This design comes from an exercise in tuning for small area and a short achievable clock period on the open sky130 flow, not from production work. Function was checked by simulation only, so behaviour that the tests miss may differ from the original.

==> flow/design.v, too long to show whole: its modules and the start of the top module <==
// module ROTATING_VECTORING: 5205 lines
// module addc0: 20 lines
// module sub01: 23 lines
module ROTATING_VECTORING(clk,xi,yi,xf,yf);
  // ...
==> flow/flow/run.sh <==
#!/bin/bash
# Own layout flow: the standard ORFS flow, with timing repair aimed at a
# slack margin below the clock period and stronger port buffers.
set -euo pipefail
export SETUP_SLACK_MARGIN=8.6
export BUFFER_PORTS_ARGS="-buffer_cell sky130_fd_sc_hd__buf_2"
export CTS_ARGS="-sink_clustering_enable -repair_clock_nets -dont_use_dummy_load -sink_clustering_size 12 -sink_clustering_max_diameter 50 -buf_list {sky130_fd_sc_hd__clkbuf_4 sky130_fd_sc_hd__clkbuf_8}"
bash standard.sh > standard_flow.log 2>&1
==> flow/standard.sh <==
#!/bin/bash
# synth_recipe.tcl (not shown) runs the flow's synth.tcl, then flattens the netlist and writes it again
# the make line also repeats each setting of config.mk as NAME=value (left out here)
make -C /OpenROAD-flow-scripts/flow DESIGN_CONFIG=/design/flow/config.mk WORK_HOME=/design/flow/orfs CLKGATE_MAP_FILE= SYNTH_SCRIPT=/design/flow/synth_recipe.tcl "${@:-finish}"
==> flow/config.mk <==
export PLATFORM = sky130hd
export DESIGN_NAME = ROTATING_VECTORING
export DESIGN_NICKNAME = ROTATING_VECTORING
export VERILOG_FILES = /design/flow/design.v
export SDC_FILE = /design/flow/constraint.sdc
export NUM_CORES = 4
export LEC_CHECK = 0
export CAP_MARGIN = 20
export CORE_MARGIN = 2
export CORE_UTILIZATION = 40
export PLACE_DENSITY = 0.75
export SLEW_MARGIN = 20
export SYNTH_HIERARCHICAL = 1
==> flow/constraint.sdc <==
create_clock -name core_clock -period 12.0 [get_ports {clk}]
set_input_delay 2.4000 -clock core_clock [delete_from_list [all_inputs] [get_ports {clk}]]
set_output_delay 2.4000 -clock core_clock [all_outputs]
set_load 0.01 [all_outputs]
==> impl_metrics.py, run 1 <==
metrics = {
    "status": {
        "outcome": "no timing/DRC/antenna violations",
    },
    "synthesis": {
        "ys_seq_area_share_pct": 28.4,
        "synth_compound_area_share_pct": 14.1,
        "synth_area_um2": 34700,
    },
    "final_layout": {
        "seq_cells": 492,
        "largest_class": "multi-input combinational cells",
        "ff_latch_area_um2": 9880,
        "clock_area_share_pct": 2.21,
        "final_core_util_pct": 43.9,
        "design_area_um2": 37900,
    },
    "clock_network": {
        "cts_setup_buffers": 4,
        "path_clk_slew_ps": 70,
        "numClockSinks": 492,
        "clockBufferDepth": 3,
        "cts_max_level": 2,
    },
    "critical_path": {
        "crit_type": "flip-flop to output port",
        "cp_cell_sequence": "buf_6",
        "cp-endpoint": "yf[8]",
    },
    "global_routing": {
        "grt_pass1_vias": 25200,
        "antenna_found_initial": 1,
        "use_met3_pct": 1.99,
        "grt_use_met2_pct": 26.9,
        "grt_usage_pct": 15.4,
    },
    "min_path": {
        "holdPathEnd": "vd4_2",
        "whs_path_depth": 0,
    },
    "detailed_routing": {
        "dr.pass1.iters": 7,
        "drc": 0,
    },
    "floorplan": {
        "core_um2": 86300,
        "rows": 108,
    },
    "timing": {
        "worst_slack_ps": 8500,
        "setup_viol": 0,
    },
    "flow_run": {
        "maxCapViolCount": 0,
    },
    "placement": {
        "io_buffer_count": 64,
    },
}
==> inputs of run 2 (changes only) <==
==> flow/flow/run.sh (replaced) <==
#!/bin/bash
# Own layout flow: the standard ORFS flow, with timing repair aimed at a
# slack margin below the clock period and stronger port buffers.
set -euo pipefail
export SETUP_SLACK_MARGIN=8.6
export BUFFER_PORTS_ARGS="-buffer_cell sky130_fd_sc_hd__buf_2"
export CTS_ARGS="-sink_clustering_enable -repair_clock_nets -dont_use_dummy_load -root_buf sky130_fd_sc_hd__clkbuf_16 -sink_clustering_size 12 -sink_clustering_max_diameter 50 -buf_list {sky130_fd_sc_hd__clkbuf_4 sky130_fd_sc_hd__clkbuf_8}"
bash standard.sh > standard_flow.log 2>&1
==> run 2 against run 1 <==
Net effect:
- critical endpoint unchanged
- highest routed layer unchanged
- design area rose by 0.77%
- worst setup slack improved by 100 ps
- fmax rose by 3.0%
==> impl_metrics.py, run 2 <==
metrics = {
    "final_layout": {
        "final.fill_count": 8156,
        "final_cell_mix": "dfxtp_1, xnor2_1, ha_1",
        "num-nets-final": 4464,
        "diodes": 0,
        "multiInputGateArea_um2": 23700,
        "ff_latch_area_um2": 9880,
        "final_common_cell": "dfxtp_1",
        "drive_gt1_share_pct": 8.89,
        "syn_to_final_growth_pct": 10.1,
    },
    "synthesis": {
        "yosysWarnings": 7,
        "ys_seq_elements": 492,
        "synth_area_um2": 34700,
        "ys.flop_type": "dfxtp_1",
        "synth-edff-count": 0,
        "yosysMostFrequentCell": "dfxtp_1",
        "syn_inst": 3815,
        "synth.distinct_cells": 104,
        "synth_common_cells": "dfxtp_1, ha_1, xnor2_1, inv_1, nor2_1",
        "yosys-top-cells-area": "dfxtp_1, ha_1, xnor2_1, xor2_1, fa_1",
        "yosysTopAreaCellShare_pct": 28.4,
        "syn_avg_cell_area_um2": 9.10,
        "synth_top_cell_by_area": "dfxtp_1",
        "ys_seq_area_share_pct": 28.4,
        "async_flop_share_pct": 0,
    },
    "timing": {
        "setup-tns-final_ps": 0,
        "worst_slack_ps": 8600,
        "rsz0062_at_grt": "true",
        "clock-skew-final_ps": 69.7,
        "finalCritPeriodShare_pct": 28.3,
        "tightest_slew_ps": 909,
        "hold_violations": 0,
        "setup_viol": 0,
        "fmaxAchievable_mhz": 294,
        "report.final.slew_viol_count": 0,
        "relSlewSlack_pct": 39.3,
        "fin_crit_ps": 3400,
    },
    "critical_path": {
        "critical_path.startpoint_type": "flip-flop",
        "cp_cell_sequence": "buf_6",
        "slowest_delay_ps": 330,
        "crit_family": "flip-flops",
        "cpMaxStageDelayCell": "dfxtp_2",
        "crit_type": "flip-flop to output port",
        "required_ps": 9600,
        "cp-end-kind": "output port",
        "crit_fanout": 1,
        "cp.arrival_ps": 1000,
        "cp_num_buf_inv": 1,
    },
    "global_routing": {
        "use_met3_pct": 1.94,
        "grt_pass1_vias": 25200,
        "top_usage_layer": "met2",
        "grt_use_met2_pct": 27.0,
        "grt_usage_pct": 15.4,
        "met1_usage_pct": 19.3,
        "overflow": 0,
        "grt_first_pass_wirelength_um": 118000,
        "antenna_found_initial": 0,
        "grt_max_degree": 43,
    },
    "detailed_routing": {
        "drtAntennaViolNets": 0,
        "vias": 25400,
        "drt_iter0_markers": 1304,
        "drc": 0,
        "dr.pass1.iters": 8,
        "viasPerCell": 5.04,
        "routed_wl_um": 69800,
        "wl_per_cell_um": 13.9,
    },
    "floorplan": {
        "die_x_um": 299,
        "ios": 65,
        "core_um2": 86300,
        "die_area_um2": 89200,
        "die-height_um": 299,
        "initial_core_util_pct": 40.2,
        "rows": 108,
    },
    "placement": {
        "io_buffer_count": 64,
        "dpl.hpwl_um": 55900,
        "dpl_worst_slack_ps": 7770,
        "gp_congestion": 0.895,
    },
    "clock_network": {
        "clockBufferDepth": 3,
        "clk_latency_ps": 590,
        "numClockSinks": 492,
        "cts_tree": "yes",
        "cts-buffers-inserted": 61,
        "path_clk_slew_ps": 70,
        "cts_max_level": 2,
        "clockRootBuffer": "clkbuf_16",
    },
    "min_path": {
        "hold_path_class": "flip-flop to flip-flop",
    },
    "flow_run": {
        "maxCapViolCount": 0,
    },
    "status": {
        "outcome": "no timing/DRC/antenna violations",
    },
}
[run 2: changes by cell type in the layout (fill, tap and decap cells not counted), sizes merged]
cell    previous run  this run
diode              1         0
buf               92        98
clkbuf            61        64
[run 2: worst register-to-register path: stages (launching register included)]
cell,delay (ps)
dfxtp_1,640
inv_1,210
ha_1,450
nor2_1,270
o21ai_0,120
o211a_1,140
o311ai_0,100
o311ai_0,260
ha_1,370
nand2_1,60
or3_1,330
o211ai_1,190
o22a_1,150
[run 2: path summary, 6_finish.rpt]
check	start	slack (ps)	cells after the start	to
max	ry7r[8]	8600	1	yf[8]
min	vd3_2	330	0	vd4_2
max reg2reg	rb5_5	8650	12	cw[7]
min reg2reg	vd3_2	330	0	vd4_2
[run 2: cell type report]
cell class	count	share of cell area [%]
multi-input combinational	2841	61.9
sequential	492	25.9
inverter	385	3.97
tap	1155	3.78
clock buffer	61	2.34
timing repair buffer	101	2.12
[run 2: cell families after synthesis]
family,synth area share [%]
fa+ha+maj,22.1
other cells,0.0216
xor+xnor,16.7
simple gates,11.8
compound gates,14.1
mux,1.40
flops,28.4
buf+inv,5.52
[run 2: routing by layer]
layer | wire, um | part of all wire, %
met3 | 2210 | 3.2
met1 | 31800 | 46
met4 | 2190 | 3.1
met5 | 0 | 0
met2 | 33500 | 48
[run 2: stage by stage]
| stage | utilization (%) | instances | hold WS, ps | area [um2] |
|---|---|---|---|---|
| after floorplan | - | 3817 | 310 | 35200 |
| after global routing | 44.3 | 5035 | 317 | 38200 |
| after global placement | 42.4 | 4951 | 310 | 36600 |
| after detailed placement | 42.4 | 4951 | 312 | 36600 |
| final | 44.3 | 5035 | 328 | 38200 |
| after CTS | 43.7 | 5017 | 320 | 37700 |
[run 2: what timing repair did]
item / in CTS / in global routing
endpoints found under the setup margin: 71 / 96
endpoints found under the hold margin: 0 / 0
gates cloned: 0 / 2
pin swaps: 3 / 18
buffers inserted: 5 / 15
gates resized for setup: 45 / 74
hold buffers: 0 / 0
[run 2: per-module statistics from Yosys (local to each module, per instance)]
module | times used | cell area [um2]
ROTATING_VECTORING | 1 | 32600
sub01 | 1 | 1270
addc0 | 1 | 867
==> inputs of run 3 (changes only) <==
--- a/flow/flow/run.sh
+++ b/flow/flow/run.sh
@@ -3,5 +3,5 @@
 # slack margin below the clock period and stronger port buffers.
 set -euo pipefail
-export SETUP_SLACK_MARGIN=8.6
+export SETUP_SLACK_MARGIN=8.5
 export BUFFER_PORTS_ARGS="-buffer_cell sky130_fd_sc_hd__buf_2"
 export CTS_ARGS="-sink_clustering_enable -repair_clock_nets -dont_use_dummy_load -root_buf sky130_fd_sc_hd__clkbuf_16 -sink_clustering_size 12 -sink_clustering_max_diameter 50 -buf_list {sky130_fd_sc_hd__clkbuf_4 sky130_fd_sc_hd__clkbuf_8}"
==> run 3 against run 2 <==
Net effect:
- still clean
- flip-flop and latch count stayed put
- via count down 0.19%
- design area decreased by 1.3%
- die area unchanged
- wire length down 1.0%
- hold slack worse by 9.6 ps
==> impl_metrics.py, run 3 <==
metrics = {
    "clock_network": {
        "clk_latency_ps": 580,
        "clockBufferDepth": 3,
        "clockRootBuffer": "clkbuf_16",
        "cts_tree": "yes",
        "cts-buffers-inserted": 61,
        "cts_max_level": 2,
        "numClockSinks": 492,
        "path_clk_slew_ps": 80,
        "hold_buffers": 0,
    },
    "final_layout": {
        "final_common_cell": "dfxtp_1",
        "num-nets-final": 4446,
        "final_core_util_pct": 43.7,
        "drive_gt1_share_pct": 7.53,
        "final.fill_count": 8195,
        "diodes": 0,
        "fin_cells": 5017,
        "syn_to_final_growth_pct": 8.62,
        "final_cell_mix": "dfxtp_1, xnor2_1, ha_1",
    },
    "synthesis": {
        "yosys-top-cells-area": "dfxtp_1, ha_1, xnor2_1, xor2_1, fa_1",
        "syn_inst": 3815,
        "ys.flop_type": "dfxtp_1",
        "yosysMostFrequentCell": "dfxtp_1",
        "synth_top_cell_by_area": "dfxtp_1",
        "async_flop_share_pct": 0,
        "yosysWarnings": 7,
        "synth_area_um2": 34700,
        "syn_avg_cell_area_um2": 9.10,
        "synth_common_cells": "dfxtp_1, ha_1, xnor2_1, inv_1, nor2_1",
        "ys_seq_elements": 492,
        "ys_seq_area_share_pct": 28.4,
        "synth-edff-count": 0,
        "yosysTopAreaCellShare_pct": 28.4,
        "synth.distinct_cells": 104,
    },
    "critical_path": {
        "crit_fanout": 1,
        "reg2reg_depth": 12,
        "cp_cell_sequence": "buf_2",
        "r2r_end": "cw[6]",
        "rr_startpoint": "vp6[2]",
        "crit_family": "flip-flops",
        "cp-end-kind": "output port",
        "r2r_slack_ps": 8570,
        "crit_type": "flip-flop to output port",
        "slowest_delay_ps": 330,
        "critical_path.startpoint_type": "flip-flop",
        "required_ps": 9600,
        "cp.arrival_ps": 1040,
        "cpMaxStageDelayCell": "dfxtp_1",
        "cp_num_buf_inv": 1,
    },
    "detailed_routing": {
        "wl_met1_um": 31400,
        "viasPerCell": 5.05,
        "drt_iter0_markers": 1292,
        "drtAntennaViolNets": 0,
        "routed_wl_um": 69000,
        "wl_met3_um": 2370,
        "met2_length_um": 32500,
        "vias": 25300,
        "drc": 0,
        "wl_per_cell_um": 13.8,
        "routed.top_layer": "met5",
        "dr.pass1.iters": 8,
    },
    "timing": {
        "fin_crit_ps": 3440,
        "setup-tns-final_ps": 0,
        "hold_violations": 0,
        "report.final.slew_viol_count": 0,
        "rsz0062_at_grt": "true",
        "holdWs_ps": 318,
        "fmaxAchievable_mhz": 291,
        "clock-skew-final_ps": 61.6,
        "relSlewSlack_pct": 34.6,
        "tightest_slew_ps": 974,
        "finalCritPeriodShare_pct": 28.7,
        "setup_viol": 0,
    },
    "min_path": {
        "min_from": "vd3_0",
        "holdPathEnd": "vd4_0",
        "hold_path_class": "flip-flop to flip-flop",
        "whs_path_depth": 0,
    },
    "placement": {
        "gp_congestion": 0.894,
        "dpl.hpwl_um": 56100,
        "placed_cells": 4951,
        "io_buffer_count": 64,
    },
    "global_routing": {
        "overflow": 0,
        "grt_pass1_vias": 25000,
        "grt_max_degree": 43,
        "grt_usage_pct": 15.4,
        "grt_first_pass_wirelength_um": 117000,
        "antenna_found_initial": 1,
    },
    "floorplan": {
        "core_um2": 86300,
        "die_area_um2": 89200,
        "die_x_um": 299,
        "die-height_um": 299,
        "rows": 108,
        "ios": 65,
        "initial_core_util_pct": 40.2,
    },
    "flow_run": {
        "maxCapViolCount": 0,
    },
    "status": {
        "outcome": "no timing/DRC/antenna violations",
    },
}
[run 3: cell count changes in the layout (fill, tap and decap cells not counted), moves of 3 or more]
cell     previous run  this run
ha_4               23        18
a21oi_1           213       220
buf_2              47        63
ha_1              424       430
buf_4              26        14
dfxtp_2            18         3
buf_12              4         1
buf_6              19         4
a21oi_2            21        14
dfxtp_1           471       486
[run 3: per-module statistics from Yosys (local to each module, per instance)]
module	cell area [um2]	cells inside
ROTATING_VECTORING	32600	3540
addc0	867	113
sub01	1270	162
[run 3: worst max path at each step]
stage / startpoint / to / depth (start not counted)
2_1_floorplan: yi[0] / a0[8] / 8
3_5_place_dp: n0 / vy1r[12] / 12
3_3_place_gp: n0 / vy1r[12] / 12
5_1_grt: cw[6] / cw[7] / 12
6_report: ry7r[1] / yf[1] / 1
4_1_cts: yi[3] / a0[8] / 7
[run 3: kinds of logic after synthesis]
kind of cell	share of synthesized area, %
simple gates	11.8
fa+ha+maj	22.1
flops	28.4
compound gates	14.1
other cells	0.0216
xor+xnor	16.7
buf+inv	5.52
mux	1.40
[run 3: area by class of cell]
class	count	area [um2]	share of cell area, %
clock buffers	61	896	2.37
multi-input cells	2841	23500	62.3
repair buffers	83	500	1.33
inverters	385	1520	4.02
flip-flops and latches	492	9860	26.1
well taps	1155	1450	3.83
[run 3: per-layer routing]
metal	up-vias	global-route usage [%]
li1	13000	-
met1	11600	19.2
met4	2	6.44
met5	-	0
met3	180	1.77
met2	462	27.0
[run 3: stage by stage]
step	setup slack (ps)	instance area (um2)
global placement	7810	36600
floorplan	8290	35200
finish	8560	37700
global route	8360	37700
detailed placement	7760	36600
CTS	8520	37600
[run 3: timing repair]
action                                  CTS  global route
gates resized for setup                  12            30
pin swaps                                 0             6
setup buffers                             2             3
hold endpoints to repair                  0             0
endpoints found under the setup margin   21            40
==> inputs of run 4 (changes only) <==
==> flow/flow/run.sh (replaced) <==
#!/bin/bash
# Own layout flow: the standard ORFS flow (standard.sh, unchanged synthesis),
# with these changes to how the layout is made:
#  - every port still gets a buffer, a buf_2 instead of the default delay buffer;
#  - clock tree: no dummy loads, clusters of up to 12 flip-flops, a clkbuf_16 root
#    and clkbuf_4/8 elsewhere (one balanced tree for all registers).
# The make output goes to standard_flow.log, each tool's log to orfs/logs/.
set -euo pipefail
export SETUP_SLACK_MARGIN=8.6
export BUFFER_PORTS_ARGS="-buffer_cell sky130_fd_sc_hd__buf_2"
export CTS_ARGS="-sink_clustering_enable -repair_clock_nets -dont_use_dummy_load -root_buf sky130_fd_sc_hd__clkbuf_16 -sink_clustering_size 12 -sink_clustering_max_diameter 50 -buf_list {sky130_fd_sc_hd__clkbuf_4 sky130_fd_sc_hd__clkbuf_8}"
bash standard.sh > standard_flow.log 2>&1
--- a/flow/config.mk
+++ b/flow/config.mk
@@ -8,5 +8,5 @@
 export CAP_MARGIN = 20
 export CORE_MARGIN = 2
-export CORE_UTILIZATION = 40
+export CORE_UTILIZATION = 33
 export PLACE_DENSITY = 0.75
 export SLEW_MARGIN = 20
==> run 4 against run 3 <==
Net effect:
- wire length up 3.6%
- core utilization down 6.8 points
- worst setup slack worse by 16 ps
- design area up 2.5%
- clock skew up 20 ps
- non-clock buffer count up 18
- fmax down 0.45%
- register-to-register slack better by 130 ps
- synthesized area unchanged
==> impl_metrics.py, run 4 <==
metrics = {
    "synthesis": {
        "syn_inst": 3815,
        "ys_seq_area_share_pct": 28.4,
        "async_flop_share_pct": 0,
        "ys_seq_elements": 492,
        "yosysTopAreaCellShare_pct": 28.4,
        "synth.distinct_cells": 104,
        "yosysWarnings": 7,
        "syn_avg_cell_area_um2": 9.10,
        "synth_top_cell_by_area": "dfxtp_1",
        "synth-edff-count": 0,
        "ys.flop_type": "dfxtp_1",
        "yosys-top-cells-area": "dfxtp_1, ha_1, xnor2_1, xor2_1, fa_1",
        "synth_area_um2": 34700,
        "yosysMostFrequentCell": "dfxtp_1",
        "synth_common_cells": "dfxtp_1, ha_1, xnor2_1, inv_1, nor2_1",
    },
    "final_layout": {
        "final_core_util_pct": 36.9,
        "num-nets-final": 4469,
        "syn_to_final_growth_pct": 11.3,
        "drive_gt1_share_pct": 9.32,
        "final_common_cell": "dfxtp_1",
        "final_cell_mix": "dfxtp_1, xnor2_1, ha_1",
        "diodes": 0,
    },
    "flow_run": {
        "maxCapViolCount": 0,
    },
    "detailed_routing": {
        "drc": 0,
        "vias": 25700,
        "drtAntennaViolNets": 0,
        "drt_iter0_markers": 1368,
        "dr.pass1.iters": 5,
        "routed_wl_um": 71600,
        "wl_per_cell_um": 13.6,
        "viasPerCell": 4.87,
    },
    "timing": {
        "clock-skew-final_ps": 81.4,
        "fmaxAchievable_mhz": 289,
        "hold_violations": 0,
        "setup_viol": 0,
        "holdWs_ps": 280,
        "rsz0062_at_grt": "true",
        "report.final.slew_viol_count": 0,
        "fin_crit_ps": 3460,
        "finalCritPeriodShare_pct": 28.8,
        "relSlewSlack_pct": 27.4,
        "setup-tns-final_ps": 0,
        "tightest_slew_ps": 1090,
    },
    "critical_path": {
        "cp_cell_sequence": "buf_8, ha_4, buf_6, o211ai_1, o211ai_1, nand3_1, a21oi_1, nand3b_1",
        "reg2reg_depth": 12,
        "crit_type": "input port to flip-flop",
        "cp-end-kind": "flip-flop",
        "crit_fanout": 5,
        "required_ps": 12490,
        "cpMaxStageDelayCell": "o211ai_1",
        "slowest_delay_ps": 450,
        "cp.arrival_ps": 3950,
        "critical_path.startpoint_type": "input port",
        "cp_common_cell": "o211ai_1",
    },
    "global_routing": {
        "grt_pass1_vias": 25700,
        "antenna_found_initial": 0,
        "grt_max_degree": 43,
        "overflow": 0,
        "grt_first_pass_wirelength_um": 121000,
        "grt_usage_pct": 13.2,
    },
    "placement": {
        "gp_congestion": 0.888,
        "io_buffer_count": 64,
        "dpl.hpwl_um": 57300,
    },
    "floorplan": {
        "initial_core_util_pct": 33.1,
        "rows": 119,
        "core_um2": 105000,
        "ios": 65,
        "die_x_um": 328,
        "die_area_um2": 108000,
        "die-height_um": 328,
    },
    "clock_network": {
        "clockRootBuffer": "clkbuf_16",
        "hold_buffers": 0,
        "clk_latency_ps": 580,
        "cts_tree": "yes",
        "numClockSinks": 492,
        "cts-buffers-inserted": 66,
        "clockBufferDepth": 3,
        "path_clk_slew_ps": 70,
        "cts_max_level": 3,
    },
    "min_path": {
        "whs_path_depth": 0,
        "hold_path_class": "flip-flop to flip-flop",
    },
    "status": {
        "outcome": "no timing/DRC/antenna violations",
    },
}
## run 4: changes by cell type in the layout (fill, tap and decap cells not counted), moves of 5 or more
cell | before | now
a21oi_1 | 220 | 215
buf_2 | 63 | 41
buf_4 | 14 | 29
buf_6 | 4 | 23
clkbuf_16 | 5 | 10
dfxtp_1 | 486 | 464
dfxtp_2 | 3 | 26
ha_1 | 430 | 424
## run 4: path summary, 6_finish.rpt
| path | slack (ps) | startpoint | to |
|---|---|---|---|
| worst max register to register | 8700 | n0 | vx1r[15] |
| worst max-delay path | 8540 | xi[1] | b0[12] |
| worst min register to register | 280 | vd3_3 | vd4_3 |
| worst min-delay path | 280 | vd3_3 | vd4_3 |
## run 4: per-module statistics from Yosys (local to each module, per instance)
module              flops+latches  cells
ROTATING_VECTORING            492   3540
addc0                           0    113
sub01                           0    162
## run 4: cells by family (layout without fill, tap and decap cells)
| group | count (synthesis) | after routing | synth area share [%] |
|---|---|---|---|
| mux | 47 | 47 | 1.40 |
| compound gates | 745 | 745 | 14.1 |
| flops | 492 | 492 | 28.4 |
| buf+inv | 484 | 552 | 5.52 |
| simple gates | 830 | 830 | 11.8 |
| xor+xnor | 660 | 660 | 16.7 |
| fa+ha+maj | 555 | 555 | 22.1 |
| other cells | 2 | 4 | 0.0216 |
## run 4: area by class of cell
cell class	instances	area, um2
Fill cell	10400	66100
Sequential cell	492	9890
Clock buffer	66	1010
Tap cell	1391	1740
Timing Repair Buffer	101	820
Inverter	385	1520
Multi-Input combinational cell	2841	23700
## run 4: metal layers
layer  GRT usage (%)  share of wire (%)  routed length (um)
met1            16.3                 46               32600
met2            23.3                 48               34200
met3            1.88                3.6                2610
met4            4.47                3.0                2130
met5               0                  0                   0
## run 4: worst max-delay path, delay by kind of cell
family,cells,cell delay [ps]
AOI/OAI and AO/OA,3,740
and+or+nand+nor,2,330
buffers and inverters,2,190
adders and majority gates,1,270
## run 4: stage by stage
step,cells,area (um2),setup slack [ps]
after floorplan,3817,35200,8290
after global placement,5187,36900,7810
after detailed placement,5187,36900,7800
after CTS,5259,38200,8540
after global routing,5276,38700,8500
final,5276,38700,8540
## run 4: repair_timing
item | CTS | global route
cloned | 0 | 1
endpoints found under the setup margin | 67 | 91
pin swaps | 9 | 14
setup buffers | 6 | 16
gates resized for setup | 39 | 96
==> inputs of run 5 (changes only) <==
--- a/flow/config.mk
+++ b/flow/config.mk
@@ -8,5 +8,5 @@
 export CAP_MARGIN = 20
 export CORE_MARGIN = 2
-export CORE_UTILIZATION = 33
+export CORE_UTILIZATION = 60
 export PLACE_DENSITY = 0.75
 export SLEW_MARGIN = 20
==> run 5 against run 4 <==
Net effect:
- still clean
- die area is 45% lower
- global-route usage is 9.6 points higher
- non-clock buffer count is 2 lower
- sequential share of layout area is 0.69 points higher
- critical endpoint is now b0[15]
- largest cell class unchanged
- highest routed layer unchanged
==> impl_metrics.py, run 5 <==
metrics = {
    "floorplan": {
        "initial_core_util_pct": 60.4,
        "die-height_um": 245,
        "rows": 88,
        "ios": 65,
        "die_area_um2": 59800,
        "die_x_um": 245,
        "core_um2": 57500,
    },
    "critical_path": {
        "crit_type": "input port to flip-flop",
        "critical_path.startpoint_type": "input port",
        "cp-end-kind": "flip-flop",
        "crit_fanout": 5,
        "cp.arrival_ps": 3850,
        "required_ps": 12450,
    },
    "timing": {
        "fmaxAchievable_mhz": 294,
        "rsz0062_at_grt": "true",
        "worst_slack_ps": 8600,
        "setup-tns-final_ps": 0,
        "relSlewSlack_pct": 44.7,
        "setup_viol": 0,
        "clock-skew-final_ps": 39.9,
        "report.final.slew_viol_count": 0,
        "holdWs_ps": 326,
        "hold_violations": 0,
        "tightest_slew_ps": 828,
        "fin_crit_ps": 3400,
        "finalCritPeriodShare_pct": 28.4,
    },
    "status": {
        "outcome": "no timing/DRC/antenna violations",
    },
    "detailed_routing": {
        "wl_per_cell_um": 14.6,
        "drt_iter0_markers": 1124,
        "vias": 25100,
        "dr.pass1.iters": 5,
        "drc": 0,
        "routed_wl_um": 67800,
        "drtAntennaViolNets": 0,
        "viasPerCell": 5.40,
    },
    "placement": {
        "dpl_worst_slack_ps": 7920,
        "io_buffer_count": 64,
        "gp_congestion": 0.942,
        "dpl.hpwl_um": 54000,
    },
    "final_layout": {
        "syn_to_final_growth_pct": 8.33,
        "final_common_cell": "dfxtp_1",
        "num-nets-final": 4458,
        "final_cell_mix": "dfxtp_1, xnor2_1, ha_1",
        "drive_gt1_share_pct": 8.65,
        "final.fill_count": 4717,
        "diodes": 0,
    },
    "clock_network": {
        "cts-buffers-inserted": 57,
        "clockBufferDepth": 3,
        "path_clk_slew_ps": 70,
        "clockRootBuffer": "clkbuf_16",
        "numClockSinks": 492,
        "cts_max_level": 2,
        "clk_latency_ps": 570,
        "cts_tree": "yes",
    },
    "synthesis": {
        "yosys-top-cells-area": "dfxtp_1, ha_1, xnor2_1, xor2_1, fa_1",
        "synth_common_cells": "dfxtp_1, ha_1, xnor2_1, inv_1, nor2_1",
        "synth_top_cell_by_area": "dfxtp_1",
        "syn_inst": 3815,
        "ys_seq_elements": 492,
        "synth-edff-count": 0,
        "syn_avg_cell_area_um2": 9.10,
        "ys_seq_area_share_pct": 28.4,
        "synth.distinct_cells": 104,
        "async_flop_share_pct": 0,
        "ys.flop_type": "dfxtp_1",
        "yosysTopAreaCellShare_pct": 28.4,
        "yosysWarnings": 7,
        "yosysMostFrequentCell": "dfxtp_1",
        "synth_area_um2": 34700,
    },
    "global_routing": {
        "met1_usage_pct": 30.2,
        "overflow": 0,
        "grt_usage_pct": 22.7,
        "grt_max_degree": 43,
        "grt_pass1_vias": 24400,
        "top_usage_layer": "met2",
        "antenna_found_initial": 0,
        "use_met3_pct": 2.67,
        "grt_first_pass_wirelength_um": 115000,
        "grt_use_met2_pct": 39.1,
    },
    "min_path": {
        "hold_path_class": "flip-flop to flip-flop",
    },
    "flow_run": {
        "maxCapViolCount": 0,
    },
}
[run 5: cell counts after synthesis]
No cell type changed its count.
[run 5: path summary, 6_finish.rpt]
path / startpoint / to / slack (ps) / cells after the start
worst min-delay path: vd3_3 / vd4_3 / 330 / 0
worst max register to register: ry5r[1] / rx6r[15] / 8750 / 12
worst min register to register: vd3_3 / vd4_3 / 330 / 0
worst max-delay path: xi[3] / b0[15] / 8600 / 7
[run 5: metrics by stage]
stage	cells	cell area (um2)	utilization, %
2_1_floorplan	3817	35200	-
3_3_place_gp	4565	36200	62.9
3_5_place_dp	4565	36200	62.9
4_1_cts	4623	37200	64.7
5_1_grt	4639	37600	65.5
6_report	4639	37600	65.5
[run 5: cell families (layout without fill, tap and decap cells)]
kind of cell	Yosys count	count (layout)	share of synthesized area, %
and+or+nand+nor	830	830	11.8
AOI/OAI and AO/OA	745	745	14.1
xor gates and xnor gates	660	660	16.7
adders and majority gates	555	555	22.1
DFF	492	492	28.4
buffers and inverters	484	541	5.52
muxes	47	47	1.40
other	2	4	0.0216
[run 5: metal layers]
layer / routed length, um / up-vias
li1: - / 13100
met1: 32300 / 11500
met2: 32000 / 377
met3: 2020 / 99
met4: 1470 / 0
met5: 0 / -
[run 5: modules after synthesis, one instance, submodules excluded]
module | flip-flops and latches | cells
ROTATING_VECTORING | 492 | 3540
sub01 | 0 | 162
addc0 | 0 | 113
[run 5: layout make-up]
type | count | area (um2) | area share, %
clock buffer | 57 | 841 | 2.23
sequential | 492 | 9880 | 26.3
inverter | 385 | 1520 | 4.04
tap | 765 | 957 | 2.54
multi-input combinational | 2841 | 23600 | 62.8
timing repair buffer | 99 | 787 | 2.09
[run 5: repair_timing]
action                                  in CTS  in global routing
gates resized for setup                     37                 78
cloned                                       0                  2
pin swaps                                    1                 19
endpoints found under the setup margin      72                 78
hold buffers                                 0                  0
buffers inserted                             1                 14
[run 5: critical path, cell delays in order]
cell and delay, ps:
buf_2 140, ha_4 310, a21o_1 150, a21oi_4 80, a211oi_4 320, o221ai_1 180
a221o_1 270
==> inputs of run 6 (changes only) <==
--- a/flow/config.mk
+++ b/flow/config.mk
@@ -8,5 +8,5 @@
 export CAP_MARGIN = 20
 export CORE_MARGIN = 2
-export CORE_UTILIZATION = 60
+export CORE_UTILIZATION = 40
 export PLACE_DENSITY = 0.75
 export SLEW_MARGIN = 20
==> run 6 against run 5 <==
Net effect:
- still clean on timing, DRC and antenna
- design area rose by 1.6%
- flip-flop and latch count is the same
- clock-buffer cell count up 4
- core utilization decreased by 21 points
- global-route usage down 7.3 points
- worst setup slack better by 4.5 ps
- critical path type is now flip-flop to output port
- largest cell class unchanged
==> impl_metrics.py, run 6 <==
metrics = {
    "global_routing": {
        "grt_first_pass_wirelength_um": 118000,
        "met1_usage_pct": 19.3,
        "overflow": 0,
        "grt_usage_pct": 15.4,
        "grt_use_met2_pct": 27.0,
        "grt_pass1_vias": 25200,
        "grt_max_degree": 43,
        "use_met3_pct": 1.94,
        "antenna_found_initial": 0,
        "top_usage_layer": "met2",
    },
    "detailed_routing": {
        "routed_wl_um": 69800,
        "dr.pass1.iters": 8,
        "drtAntennaViolNets": 0,
        "drc": 0,
        "drt_iter0_markers": 1304,
        "wl_per_cell_um": 13.9,
        "vias": 25400,
        "viasPerCell": 5.04,
    },
    "synthesis": {
        "async_flop_share_pct": 0,
        "synth_fa_ha_area_share_pct": 22.1,
        "syn_avg_cell_area_um2": 9.10,
        "synth_common_cells": "dfxtp_1, ha_1, xnor2_1, inv_1, nor2_1",
        "yosysTopAreaCellShare_pct": 28.4,
        "ys_seq_elements": 492,
        "yosysMostFrequentCell": "dfxtp_1",
        "yosys-top-cells-area": "dfxtp_1, ha_1, xnor2_1, xor2_1, fa_1",
        "synth_top_family_by_area": "adder cells",
        "synth_compound_area_share_pct": 14.1,
        "ys_seq_area_share_pct": 28.4,
        "synth-edff-count": 0,
        "synth-simple-area-share_pct": 11.8,
        "yosysWarnings": 7,
        "synth.distinct_cells": 104,
        "synth_area_um2": 34700,
        "synthMuxAreaShare_pct": 1.40,
        "synth_top_cell_by_area": "dfxtp_1",
        "synth_xor_xnor_area_share_pct": 16.7,
        "ys.flop_type": "dfxtp_1",
        "syn_inst": 3815,
    },
    "clock_network": {
        "cts-buffers-inserted": 61,
        "hold_buffers": 0,
        "numClockSinks": 492,
        "clockRootBuffer": "clkbuf_16",
        "cts_max_level": 2,
        "clk_latency_ps": 590,
        "path_clk_slew_ps": 70,
        "cts_tree": "yes",
        "clockBufferDepth": 3,
    },
    "final_layout": {
        "num-nets-final": 4464,
        "final_common_cell": "dfxtp_1",
        "final_core_util_pct": 44.3,
        "final_cell_mix": "dfxtp_1, xnor2_1, ha_1",
        "design_area_um2": 38200,
        "drive_gt1_share_pct": 8.89,
        "syn_to_final_growth_pct": 10.1,
        "diodes": 0,
    },
    "timing": {
        "clock-skew-final_ps": 69.7,
        "setup-tns-final_ps": 0,
        "rsz0062_at_grt": "true",
        "report.final.slew_viol_count": 0,
        "fin_crit_ps": 3400,
        "setup_viol": 0,
        "hold_violations": 0,
        "relSlewSlack_pct": 39.3,
        "finalCritPeriodShare_pct": 28.3,
        "tightest_slew_ps": 909,
        "fmaxAchievable_mhz": 294,
    },
    "critical_path": {
        "cp_num_buf_inv": 1,
        "cp.arrival_ps": 1000,
        "critical_path.startpoint_type": "flip-flop",
        "cp-end-kind": "output port",
        "crit_fanout": 1,
        "cp_cell_sequence": "buf_6",
        "crit_family": "flip-flops",
        "cpMaxStageDelayCell": "dfxtp_2",
        "crit_type": "flip-flop to output port",
        "slowest_delay_ps": 330,
        "required_ps": 9600,
    },
    "floorplan": {
        "die_area_um2": 89200,
        "initial_core_util_pct": 40.2,
        "die-height_um": 299,
        "ios": 65,
        "rows": 108,
        "die_x_um": 299,
        "core_um2": 86300,
    },
    "placement": {
        "io_buffer_count": 64,
        "dpl.hpwl_um": 55900,
        "place_area_um2": 36600,
        "gp_congestion": 0.895,
    },
    "min_path": {
        "hold_path_class": "flip-flop to flip-flop",
    },
    "status": {
        "outcome": "no timing/DRC/antenna violations",
    },
    "flow_run": {
        "maxCapViolCount": 0,
    },
}
[run 6: cell counts after synthesis]
No cell type changed its count.
[run 6: modules after synthesis, one instance, submodules excluded]
module,times used,cells
addc0,1,113
ROTATING_VECTORING,1,3540
sub01,1,162
[run 6: what timing repair did]
item	in CTS	in global routing
cloned	0	2
pin swaps	3	18
endpoints found under the setup margin	71	96
setup buffers	5	15
gates resized for setup	45	74
[run 6: final timing paths]
kind	cells past startpoint	startpoint	end	slack, ps
worst max-delay path	1	ry7r[8]	yf[8]	8600
worst min-delay path	0	vd3_2	vd4_2	330
worst max register to register	12	rb5_5	cw[7]	8650
worst min register to register	0	vd3_2	vd4_2	330
[run 6: cells by family after synthesis]
logic type | Yosys count
buffers and inverters | 484
AND/OR/NAND/NOR | 830
flip-flops | 492
AO/OA/AOI/OAI | 745
multiplexers | 47
adder cells (fa/ha/maj) | 555
other | 2
XOR/XNOR | 660
[run 6: metal layers]
layer / vias up / routed length (um) / part of all wire (%)
met5: - / 0 / 0
met4: 0 / 2190 / 3.1
met3: 148 / 2210 / 3.2
met2: 433 / 33500 / 48
met1: 11700 / 31800 / 46
li1: 13100 / - / -
[run 6: final cells by class]
type / instances / area (um2)
multi-input cells: 2841 / 23700
inverters: 385 / 1520
clock buffers: 61 / 896
fillers: 8156 / 48100
repair buffers: 101 / 812
flip-flops and latches: 492 / 9880
well taps: 1155 / 1450
[run 6: per-stage QoR]
step	hold slack, ps	instances	worst slack, ps
final	328	5035	8600
after global routing	317	5035	8390
after CTS	320	5017	8550
after detailed placement	312	4951	7770
after global placement	310	4951	7810
after floorplan	310	3817	8290
==> inputs of run 7 (changes only) <==
--- a/flow/config.mk
+++ b/flow/config.mk
@@ -8,5 +8,5 @@
 export CAP_MARGIN = 20
 export CORE_MARGIN = 2
-export CORE_UTILIZATION = 40
+export CORE_UTILIZATION = 50
 export PLACE_DENSITY = 0.75
 export SLEW_MARGIN = 20
==> run 7 against run 6 <==
Net effect:
- still clean
- via count fell by 0.44%
- first-iteration DRC count fell by 14%
- core utilization rose by 11 points
- synthesized area did not move
==> impl_metrics.py, run 7 <==
metrics = {
    "timing": {
        "report.final.slew_viol_count": 0,
        "worst_slack_ps": 8620,
        "finalCritPeriodShare_pct": 28.2,
        "tightest_slew_ps": 946,
        "hold_violations": 0,
        "holdWs_ps": 300,
        "relSlewSlack_pct": 36.5,
        "rsz0062_at_grt": "true",
        "fin_crit_ps": 3380,
        "fmaxAchievable_mhz": 296,
        "setup-tns-final_ps": 0,
        "setup_viol": 0,
        "clock-skew-final_ps": 49.9,
    },
    "critical_path": {
        "slowest_delay_ps": 310,
        "required_ps": 9600,
        "crit_type": "flip-flop to output port",
        "cp_cell_sequence": "buf_2",
        "crit_family": "flip-flops",
        "crit_fanout": 1,
        "critical_path.startpoint_type": "flip-flop",
        "cp.arrival_ps": 980,
        "reg2reg_depth": 12,
        "cp.depth": 1,
        "cp-end-kind": "output port",
        "cp_num_buf_inv": 1,
        "cpMaxStageDelayCell": "dfxtp_1",
    },
    "flow_run": {
        "maxCapViolCount": 0,
    },
    "status": {
        "outcome": "no timing/DRC/antenna violations",
    },
    "floorplan": {
        "ios": 65,
        "die_area_um2": 71600,
        "initial_core_util_pct": 50.6,
        "rows": 96,
        "core_um2": 68700,
        "die-height_um": 268,
        "die_x_um": 268,
    },
    "global_routing": {
        "grt_usage_pct": 19.3,
        "grt_first_pass_wirelength_um": 116000,
        "antenna_found_initial": 0,
        "overflow": 0,
        "grt_max_degree": 42,
        "grt_pass1_vias": 24600,
    },
    "final_layout": {
        "fin_cells": 4801,
        "design_area_um2": 37800,
        "final_cell_mix": "dfxtp_1, xnor2_1, ha_1",
        "final_common_cell": "dfxtp_1",
        "drive_gt1_share_pct": 8.35,
        "num-nets-final": 4454,
        "diodes": 0,
        "final.fill_count": 6208,
        "syn_to_final_growth_pct": 8.69,
    },
    "synthesis": {
        "synth_common_cells": "dfxtp_1, ha_1, xnor2_1, inv_1, nor2_1",
        "yosysWarnings": 7,
        "yosys-top-cells-area": "dfxtp_1, ha_1, xnor2_1, xor2_1, fa_1",
        "synth_top_cell_by_area": "dfxtp_1",
        "synth-edff-count": 0,
        "ys_seq_area_share_pct": 28.4,
        "synth_area_um2": 34700,
        "syn_inst": 3815,
        "ys_seq_elements": 492,
        "yosysTopAreaCellShare_pct": 28.4,
        "synth.distinct_cells": 104,
        "yosysMostFrequentCell": "dfxtp_1",
        "syn_avg_cell_area_um2": 9.10,
        "ys.flop_type": "dfxtp_1",
        "async_flop_share_pct": 0,
    },
    "detailed_routing": {
        "wl_met3_um": 2300,
        "drt_iter0_markers": 1125,
        "wl_per_cell_um": 14.4,
        "vias": 25200,
        "viasPerCell": 5.26,
        "wl_met1_um": 31600,
        "routed.top_layer": "met4",
        "met2_length_um": 33100,
        "dr.pass1.iters": 9,
        "routed_wl_um": 69300,
        "drc": 0,
        "drtAntennaViolNets": 0,
    },
    "placement": {
        "place_area_um2": 36400,
        "dpl.hpwl_um": 55300,
        "dpl_worst_slack_ps": 7730,
        "io_buffer_count": 64,
        "placed_cells": 4728,
        "gp_congestion": 0.918,
    },
    "clock_network": {
        "hold_buffers": 0,
        "cts_tree": "yes",
        "cts_max_level": 2,
        "clk_latency_ps": 570,
        "clockRootBuffer": "clkbuf_16",
        "cts-buffers-inserted": 58,
        "clockBufferDepth": 3,
        "path_clk_slew_ps": 70,
        "numClockSinks": 492,
    },
    "min_path": {
        "whs_path_depth": 0,
        "hold_path_class": "flip-flop to flip-flop",
    },
}
## run 7: cell counts after synthesis
Identical to the previous run, type by type.
## run 7: path summary, 6_finish.rpt
kind	start	endpoint	slack [ps]
max	ry7r[4]	yf[4]	8620
min	vd1_0	vd2_0	300
max reg2reg	rx6r[4]	ry7r[15]	8760
min reg2reg	vd1_0	vd2_0	300
## run 7: routing by layer
metal	track usage [%]	vias up
met3	2.40	150
met1	24.2	11600
met5	0	-
met2	33.8	467
li1	-	13100
met4	7.10	0
## run 7: timing repair
| action | in CTS | in global routing |
|---|---|---|
| setup endpoints to repair | 65 | 78 |
| buffers inserted | 4 | 10 |
| resized for setup | 32 | 65 |
| cloned | 0 | 1 |
| pin swaps | 8 | 11 |
## run 7: cells by family (layout without fill, tap and decap cells)
group / Yosys count / count (layout) / synth area share, %
buffers and inverters: 484 / 537 / 5.52
xor gates and xnor gates: 660 / 660 / 16.7
adders and majority gates: 555 / 555 / 22.1
AOI/OAI and AO/OA: 745 / 745 / 14.1
muxes: 47 / 47 / 1.40
DFF: 492 / 492 / 28.4
other: 2 / 4 / 0.0216
and+or+nand+nor: 830 / 830 / 11.8
## run 7: area by class of cell
class | count | area (um2) | area share (%)
multi-input cells | 2841 | 23600 | 62.6
flip-flops and latches | 492 | 9880 | 26.2
inverters | 385 | 1520 | 4.02
well taps | 931 | 1160 | 3.09
clock buffers | 58 | 855 | 2.26
repair buffers | 94 | 694 | 1.84
## run 7: per-stage QoR
step	util, %
after floorplan	-
after global placement	52.9
after detailed placement	52.9
after CTS	54.4
after global routing	54.9
final	54.9
## run 7: Yosys stat by module (local to each module, per instance)
module              cell area [um2]  flops+latches  cells
sub01                          1270              0    162
addc0                           867              0    113
ROTATING_VECTORING            32600            492   3540
==> inputs of run 8 (changes only) <==
--- a/flow/config.mk
+++ b/flow/config.mk
@@ -9,5 +9,5 @@
 export CORE_MARGIN = 2
 export CORE_UTILIZATION = 50
-export PLACE_DENSITY = 0.75
+export PLACE_DENSITY = 0.85
 export SLEW_MARGIN = 20
 export SYNTH_HIERARCHICAL = 1
==> run 8 against run 7 <==
Net effect:
- still clean
- flip-flop and latch count stayed put
- clock skew is 2.4 ps higher
- die area stayed put
- synthesized cell count stayed put
- critical path depth is 7 higher
- worst setup slack worse by 86 ps
- fmax is 2.5% lower
- register-to-register slack worse by 20 ps
- hold slack better by 9.5 ps
- largest cell class unchanged
- highest routed layer unchanged
==> impl_metrics.py, run 8 <==
metrics = {
    "detailed_routing": {
        "drc": 0,
        "vias": 25800,
        "drtAntennaViolNets": 0,
        "wl_per_cell_um": 14.7,
        "drt_iter0_markers": 1432,
        "viasPerCell": 5.37,
        "routed_wl_um": 70800,
        "dr.pass1.iters": 7,
    },
    "floorplan": {
        "rows": 96,
        "core_um2": 68700,
        "die_area_um2": 71600,
        "ios": 65,
        "die-height_um": 268,
        "die_x_um": 268,
        "initial_core_util_pct": 50.6,
    },
    "placement": {
        "gp_congestion": 0.946,
        "place_area_um2": 36400,
        "io_buffer_count": 64,
        "dpl.hpwl_um": 55600,
    },
    "synthesis": {
        "yosysMostFrequentCell": "dfxtp_1",
        "yosysTopAreaCellShare_pct": 28.4,
        "synth_area_um2": 34700,
        "synth-edff-count": 0,
        "syn_inst": 3815,
        "ys.flop_type": "dfxtp_1",
        "async_flop_share_pct": 0,
        "yosys-top-cells-area": "dfxtp_1, ha_1, xnor2_1, xor2_1, fa_1",
        "synth_top_cell_by_area": "dfxtp_1",
        "ys_seq_elements": 492,
        "synth.distinct_cells": 104,
        "synth_common_cells": "dfxtp_1, ha_1, xnor2_1, inv_1, nor2_1",
        "ys_seq_area_share_pct": 28.4,
        "yosysWarnings": 7,
        "syn_avg_cell_area_um2": 9.10,
    },
    "global_routing": {
        "antenna_found_initial": 0,
        "overflow": 0,
        "grt_usage_pct": 19.6,
        "grt_max_degree": 43,
        "grt_pass1_vias": 25600,
        "grt_first_pass_wirelength_um": 118000,
    },
    "timing": {
        "holdWs_ps": 310,
        "relSlewSlack_pct": 29.4,
        "report.final.slew_viol_count": 0,
        "finalCritPeriodShare_pct": 28.9,
        "fmaxAchievable_mhz": 289,
        "rsz0062_at_grt": "true",
        "clock-skew-final_ps": 52.3,
        "tightest_slew_ps": 1060,
        "hold_violations": 0,
        "setup_viol": 0,
        "setup-tns-final_ps": 0,
        "fin_crit_ps": 3470,
    },
    "final_layout": {
        "multiInputGateArea_um2": 23600,
        "drive_gt1_share_pct": 8.54,
        "design_area_um2": 37700,
        "final_cell_mix": "dfxtp_1, xnor2_1, ha_1",
        "ff_latch_area_um2": 9880,
        "num-nets-final": 4460,
        "final_common_cell": "dfxtp_1",
        "syn_to_final_growth_pct": 8.62,
        "diodes": 0,
        "final.fill_count": 5854,
    },
    "critical_path": {
        "slowest_delay_ps": 400,
        "cp_num_buf_inv": 2,
        "crit_fanout": 4,
        "crit_type": "input port to flip-flop",
        "critical_path.startpoint_type": "input port",
        "cp-end-kind": "flip-flop",
        "cp.arrival_ps": 3910,
        "required_ps": 12440,
        "crit_family": "compound AO/OA/AOI/OAI gates",
        "cpMaxStageDelayCell": "fa_2",
        "cp_cell_sequence": "buf_2, fa_2, a21o_4, nand4_4, buf_4, a21boi_2, a221oi_2, xnor2_1",
    },
    "clock_network": {
        "cts_max_level": 2,
        "cts_tree": "yes",
        "cts-buffers-inserted": 56,
        "clk_latency_ps": 560,
        "clockBufferDepth": 3,
        "numClockSinks": 492,
        "hold_buffers": 0,
        "clockRootBuffer": "clkbuf_16",
        "path_clk_slew_ps": 70,
    },
    "status": {
        "outcome": "no timing/DRC/antenna violations",
    },
    "min_path": {
        "hold_path_class": "flip-flop to flip-flop",
    },
    "flow_run": {
        "maxCapViolCount": 0,
    },
}
==> run 8: routing by layer <==
metal	part of all wire [%]	track usage, %
met4	4.0	8.17
met1	43	23.4
met3	3.6	2.31
met5	0	0
met2	49	35.3
==> run 8: path summary, 6_finish.rpt <==
| path | startpoint | end | slack, ps | depth (start not counted) |
|---|---|---|---|---|
| worst max-delay path | xi[0] | b0[9] | 8530 | 8 |
| worst min register to register | vd1_0 | vd2_0 | 310 | 0 |
| worst max register to register | ry6r[2] | rx7r[14] | 8740 | 12 |
| worst min-delay path | vd1_0 | vd2_0 | 310 | 0 |
==> run 8: cells by family after synthesis <==
group | Yosys count | share of synthesized area [%]
flops | 492 | 28.4
buf+inv | 484 | 5.52
compound gates | 745 | 14.1
fa+ha+maj | 555 | 22.1
simple gates | 830 | 11.8
xor+xnor | 660 | 16.7
mux | 47 | 1.40
other cells | 2 | 0.0216
==> run 8: final cells by class <==
cell class,instances,area share (%)
multi-input combinational,2841,62.6
sequential,492,26.2
inverter,385,4.03
tap,931,3.09
clock buffer,56,2.19
timing repair buffer,102,1.91
==> run 8: repair_timing <==
item	4_1_cts	5_1_grt
resized for setup	36	57
pin swaps	3	17
endpoints found under the setup margin	68	83
buffers inserted	5	17
==> run 8: modules after synthesis, one instance, submodules excluded <==
| module | cell area [um2] | cells |
|---|---|---|
| ROTATING_VECTORING | 32600 | 3540 |
| addc0 | 867 | 113 |
| sub01 | 1270 | 162 |
==> run 8: worst reg2reg max path, cell delays in order, from the launching register on <==
cell and delay [ps]:
dfxtp_1 310, or4_1 560, o41ai_2 310, xnor2_1 140
fa_1 450, nand2b_1 200, a21oi_2 210, o211ai_1 190
a21oi_1 220, nor3_1 110, o21bai_1 200, buf_4 140
xor2_1 150
==> run 8: metrics by stage <==
| stage | setup WS [ps] | utilization [%] | cells |
|---|---|---|---|
| floorplan | 8290 | - | 3817 |
| global placement | 7820 | 52.9 | 4729 |
| detailed placement | 7780 | 52.9 | 4729 |
| CTS | 8550 | 54.4 | 4790 |
| global route | 8540 | 54.9 | 4807 |
| finish | 8530 | 54.9 | 4807 |

## afterwards: timing with drivers on the ports
How much do the figures lean on ideal ports? The routed layouts below were timed once more, with nothing changed but the port constraints.
Step 1 assumes that a clkbuf_16 drives the clock port and a buf_2 every other input.
Step 2 adds t to the input delays and takes it off the output delays; t is the mean of the earliest and latest rising clock arrival at the registers after step 1. Input paths then give back, and output paths get back, about the clock's delay inside the block.
a / b / c = no drivers / after step 1 / after step 2; a / b = the first two.
run	shift t [ns]	setup slack, ns	worst setup path at the end
run 1	0.694	8.497 / 8.438 / 7.995	input to register
run 2	0.609	8.600 / 8.540 / 8.031	input to register
run 3	0.615	8.559 / 8.496 / 7.989	input to register
run 4	0.605	8.543 / 8.518 / 7.964	input to register
run 5	0.612	8.596 / 8.539 / 8.009	input to register
run 6	0.609	8.600 / 8.540 / 8.031	input to register
run 7	0.596	8.621 / 8.562 / 8.072	input to register
run 8	0.603	8.535 / 8.527 / 7.973	input to register
After both steps every run listed still meets setup and hold. The setup slack of run 5, which loses most, moves by -0.057 ns with the drivers and by -0.587 ns with both steps.
